Background: an optimization exercise with open tools, aiming at small area and a short achievable clock period. Do not read the settings as production practice.
In this exercise RTL edits were held to simulation tests only and were not proved equivalent to the original.

==> inputs of fjord <==
==> flow/design.v (excerpt) <==
module sub_module16(
  input clk,rst,en,
  input signed [7:0] data1,data2,data3,data4,data5,data6,data7,data8,
  input signed [4:0] addr1,addr2,addr3,addr4,addr5,addr6,addr7,addr8,
  output signed [10:0] out1,out1_2,out1_3,out1_4,out1_5,out1_6,out1_7,out1_8,
  output signed [10:0] out2,out2_2,out2_3,out2_4,out2_5,out2_6,out2_7,out2_8,
  output signed [11:0] sum_out1,sum_out2,sum_out3,sum_out4,sum_out5,sum_out6,sum_out7,sum_out8,
  output signed [12:0] final_sum1,final_sum2,final_sum3,final_sum4,final_sum5,final_sum6,final_sum7,final_sum8,
  output signed [13:0] partial_sum14,partial_sum14_1,partial_sum14_2,partial_sum14_3,
  output signed [14:0] partial_sum15,partial_sum15_1,
  output signed [15:0] partial_sum16
);
==> module sm_lane, before the edit <==
module sm_lane (
  input         clk,
  input         rst,
  input         en,
  input  [7:0]  data,
  input  [4:0]  addr,
  output [10:0] out1,
  output [10:0] out2,
  output [10:0] t
);
  reg [7:0] d;
  always @(posedge clk)
    if (rst) d <= data;
  wire [7:0] n  = -d;
  wire       nz = |d;
  wire [2:0] a = addr[2:0];
  wire       sn1 = en & addr[4];
  reg        sn2;
  reg  [1:0] k1, k2;
  always @(*) begin
    if (!en) begin
      sn2 = 1'b0; k1 = 2'd0; k2 = 2'd0;
    end else if (!addr[4]) begin
      case (a)
        3'd0: begin k1 = 2'd0; sn2 = 1'b1; k2 = 2'd0; end
        3'd1: begin k1 = 2'd2; sn2 = 1'b1; k2 = 2'd3; end
        3'd2: begin k1 = 2'd1; sn2 = 1'b1; k2 = 2'd2; end
        3'd3: begin k1 = 2'd2; sn2 = 1'b0; k2 = 2'd3; end
        3'd4: begin k1 = 2'd0; sn2 = 1'b1; k2 = 2'd1; end
        3'd5: begin k1 = 2'd1; sn2 = 1'b0; k2 = 2'd3; end
        3'd6: begin k1 = 2'd1; sn2 = 1'b0; k2 = 2'd2; end
        default: begin k1 = 2'd0; sn2 = 1'b1; k2 = 2'd3; end
      endcase
    end else begin
      case (a)
        3'd0: begin k1 = 2'd1; sn2 = 1'b1; k2 = 2'd1; end
        3'd1: begin k1 = 2'd0; sn2 = 1'b0; k2 = 2'd3; end
        3'd2: begin k1 = 2'd1; sn2 = 1'b1; k2 = 2'd2; end
        3'd3: begin k1 = 2'd1; sn2 = 1'b1; k2 = 2'd3; end
        3'd4: begin k1 = 2'd0; sn2 = 1'b0; k2 = 2'd1; end
        3'd5: begin k1 = 2'd2; sn2 = 1'b1; k2 = 2'd3; end
        3'd6: begin k1 = 2'd1; sn2 = 1'b0; k2 = 2'd2; end
        default: begin k1 = 2'd2; sn2 = 1'b0; k2 = 2'd3; end
      endcase
    end
  end
  wire [7:0] v1 = sn1 ? n : d;
  wire [7:0] v2 = sn2 ? n : d;
  wire       f1 = sn1 & nz;
  wire       f2 = sn2 & nz;
  wire [10:0] x1 = k1[0] ? {f1, v1, 2'b00} : {v1, 3'b000};
  wire [10:0] x2 = k2[0] ? {f2, v2, 2'b00} : {v2, 3'b000};
  assign out1 = k1[1] ? {f1, f1, x1[10:2]} : x1;
  assign out2 = k2[1] ? {f2, f2, x2[10:2]} : x2;
  assign t = (addr[4:3] == 2'b01) ? {d, 3'b000} :
             (addr[4:3] == 2'b10) ? {n, 3'b000} : 11'd0;
endmodule
Settings: LEC_CHECK=0, CAP_MARGIN=20, CORE_MARGIN=2, CORE_UTILIZATION=50, CTS_BUF_LIST=sky130_fd_sc_hd__clkbuf_4 sky130_fd_sc_hd__clkbuf_8, GPL_TIMING_DRIVEN=0, PLACE_DENSITY=0.62, SETUP_SLACK_MARGIN=-0.27, SLEW_MARGIN=20; clock period 13.0 ns.
standard.sh (not shown) runs the stock make flow with config.mk's settings and CLKGATE_MAP_FILE= SYNTH_SCRIPT=/design/flow/synth_recipe.tcl, a recipe that flattens the netlist after the stock synthesis.
==> flow/flow/run.sh <==
#!/bin/bash
# The standard ORFS layout (standard.sh, unchanged synthesis) with two changes
# before global placement:
#  - the buffers that synthesis left in the netlist are removed, as the
#    standard flow does only when timing-driven placement is on;
#  - every port gets a sky130_fd_sc_hd__buf_1 as its buffer rather than the
#    larger cell buffer_ports picks by default (the resizer may still upsize it).
# make's whole output goes to standard.log; ORFS keeps each step's log under orfs/logs.
set -euo pipefail
work=$(pwd)
export PRE_GLOBAL_PLACE_TCL="$work/flow/pre_global_place.tcl"
export BUFFER_PORTS_ARGS="-buffer_cell sky130_fd_sc_hd__buf_1"
bash standard.sh > "$work/standard.log" 2>&1
==> flow/flow/pre_global_place.tcl <==
# Sourced by ORFS's global_place.tcl before it buffers the ports.
remove_buffers
==> onyx: changes against fjord <==
--- a/flow/design.v
+++ b/flow/design.v
@@ -48,10 +48,13 @@
   wire [7:0] v2 = sn2 ? n : d;
   wire       f1 = sn1 & nz;
   wire       f2 = sn2 & nz;
-  wire [10:0] x1 = k1[0] ? {f1, v1, 2'b00} : {v1, 3'b000};
-  wire [10:0] x2 = k2[0] ? {f2, v2, 2'b00} : {v2, 3'b000};
-  assign out1 = k1[1] ? {f1, f1, x1[10:2]} : x1;
-  assign out2 = k2[1] ? {f2, f2, x2[10:2]} : x2;
+  assign out1 = ({11{k1 == 2'd0}} & {v1, 3'b000}) |
+                ({11{k1 == 2'd1}} & {f1, v1, 2'b00}) |
+                ({11{k1 == 2'd2}} & {f1, f1, v1, 1'b0});
+  assign out2 = ({11{k2 == 2'd0}} & {v2, 3'b000}) |
+                ({11{k2 == 2'd1}} & {f2, v2, 2'b00}) |
+                ({11{k2 == 2'd2}} & {f2, f2, v2, 1'b0}) |
+                ({11{k2 == 2'd3}} & {f2, f2, f2, v2});
   assign t = (addr[4:3] == 2'b01) ? {d, 3'b000} :
              (addr[4:3] == 2'b10) ? {n, 3'b000} : 11'd0;
 endmodule
--- a/flow/flow/run.sh
+++ b/flow/flow/run.sh
@@ -10,4 +10,5 @@
 work=$(pwd)
 export PRE_GLOBAL_PLACE_TCL="$work/flow/pre_global_place.tcl"
 export BUFFER_PORTS_ARGS="-buffer_cell sky130_fd_sc_hd__buf_1"
+export RECOVER_POWER=100
 bash standard.sh > "$work/standard.log" 2>&1
Settings changed: SETUP_SLACK_MARGIN -0.27 to not set.
==> sierra: changes against fjord <==
--- a/flow/design.v
+++ b/flow/design.v
@@ -48,10 +48,13 @@
   wire [7:0] v2 = sn2 ? n : d;
   wire       f1 = sn1 & nz;
   wire       f2 = sn2 & nz;
-  wire [10:0] x1 = k1[0] ? {f1, v1, 2'b00} : {v1, 3'b000};
-  wire [10:0] x2 = k2[0] ? {f2, v2, 2'b00} : {v2, 3'b000};
-  assign out1 = k1[1] ? {f1, f1, x1[10:2]} : x1;
-  assign out2 = k2[1] ? {f2, f2, x2[10:2]} : x2;
+  assign out1 = ({11{k1 == 2'd0}} & {v1, 3'b000}) |
+                ({11{k1 == 2'd1}} & {f1, v1, 2'b00}) |
+                ({11{k1 == 2'd2}} & {f1, f1, v1, 1'b0});
+  assign out2 = ({11{k2 == 2'd0}} & {v2, 3'b000}) |
+                ({11{k2 == 2'd1}} & {f2, v2, 2'b00}) |
+                ({11{k2 == 2'd2}} & {f2, f2, v2, 1'b0}) |
+                ({11{k2 == 2'd3}} & {f2, f2, f2, v2});
   assign t = (addr[4:3] == 2'b01) ? {d, 3'b000} :
              (addr[4:3] == 2'b10) ? {n, 3'b000} : 11'd0;
 endmodule
Settings changed: ABC_AREA set to 1, CTS_BUF_LIST sky130_fd_sc_hd__clkbuf_4 sky130_fd_sc_hd__clkbuf_8 to not set, SETUP_SLACK_MARGIN -0.27 to not set.
==> harbor: changes against fjord <==
--- a/flow/design.v
+++ b/flow/design.v
@@ -48,10 +48,13 @@
   wire [7:0] v2 = sn2 ? n : d;
   wire       f1 = sn1 & nz;
   wire       f2 = sn2 & nz;
-  wire [10:0] x1 = k1[0] ? {f1, v1, 2'b00} : {v1, 3'b000};
-  wire [10:0] x2 = k2[0] ? {f2, v2, 2'b00} : {v2, 3'b000};
-  assign out1 = k1[1] ? {f1, f1, x1[10:2]} : x1;
-  assign out2 = k2[1] ? {f2, f2, x2[10:2]} : x2;
+  assign out1 = ({11{k1 == 2'd0}} & {v1, 3'b000}) |
+                ({11{k1 == 2'd1}} & {f1, v1, 2'b00}) |
+                ({11{k1 == 2'd2}} & {f1, f1, v1, 1'b0});
+  assign out2 = ({11{k2 == 2'd0}} & {v2, 3'b000}) |
+                ({11{k2 == 2'd1}} & {f2, v2, 2'b00}) |
+                ({11{k2 == 2'd2}} & {f2, f2, v2, 1'b0}) |
+                ({11{k2 == 2'd3}} & {f2, f2, f2, v2});
   assign t = (addr[4:3] == 2'b01) ? {d, 3'b000} :
              (addr[4:3] == 2'b10) ? {n, 3'b000} : 11'd0;
 endmodule
Settings changed: CTS_BUF_LIST sky130_fd_sc_hd__clkbuf_4 sky130_fd_sc_hd__clkbuf_8 to not set, SETUP_SLACK_MARGIN -0.27 to not set.
==> summary of the runs <==
- onyx completed, yet does not pass: max-capacitance violations, max-slew violations. sierra finished clean. fjord ran to the end with no violations. harbor completed with no timing, DRC or antenna violations.
- Sequential share of layout area, highest first: fjord, onyx, harbor, sierra.
- Against sierra, the critical path depth of harbor is lower by 9.
- Core utilization, lowest first: fjord, sierra, onyx, harbor.
- Via count, lowest first: fjord, harbor, onyx, sierra.
- Of fjord and onyx, onyx has the higher non-clock buffer count (gap 35).
- In count of clock-buffer cells in the layout, harbor and onyx do not differ.

[port drivers added, routing unchanged]
In the flow no input, the clock included, has a driving cell. The finished layouts below were timed again as built, in two steps. Step 1 (the two cells are an assumption about what drives the block):
set clk [get_ports {clk}]
set_driving_cell -lib_cell sky130_fd_sc_hd__clkbuf_16 $clk
set_driving_cell -lib_cell sky130_fd_sc_hd__buf_2 [delete_from_list [all_inputs] $clk]
Step 2 also shifts input and output timing later by t, the mid clock arrival at the registers, as if the neighbouring blocks saw the same clock. Slacks: ideal / step 1 / step 2; pairs: ideal / step 1.
run | shift t [ns] | setup WS [ns] | worst hold slack (ns) | latest minus earliest clock arrival (ns) | pins driven straight from the clock port
fjord | 0.472 | 0.199 / 0.156 / 0.156 | 2.336 / 2.305 / 2.777 | 0.016 / 0.016 | 1
onyx | 0.488 | 0.343 / 0.304 / 0.304 | 2.319 / 2.289 / 2.777 | 0.013 / 0.013 | 1
sierra | 0.438 | 0.306 / 0.249 / 0.249 | 2.383 / 2.353 / 2.790 | 0.012 / 0.013 | 1
harbor | 0.439 | 0.362 / 0.328 / 0.329 | 2.376 / 2.342 / 2.781 | 0.009 / 0.009 | 1
For sierra, which loses most, drivers alone change the setup slack by -0.057 ns; drivers and shift together by -0.057 ns.
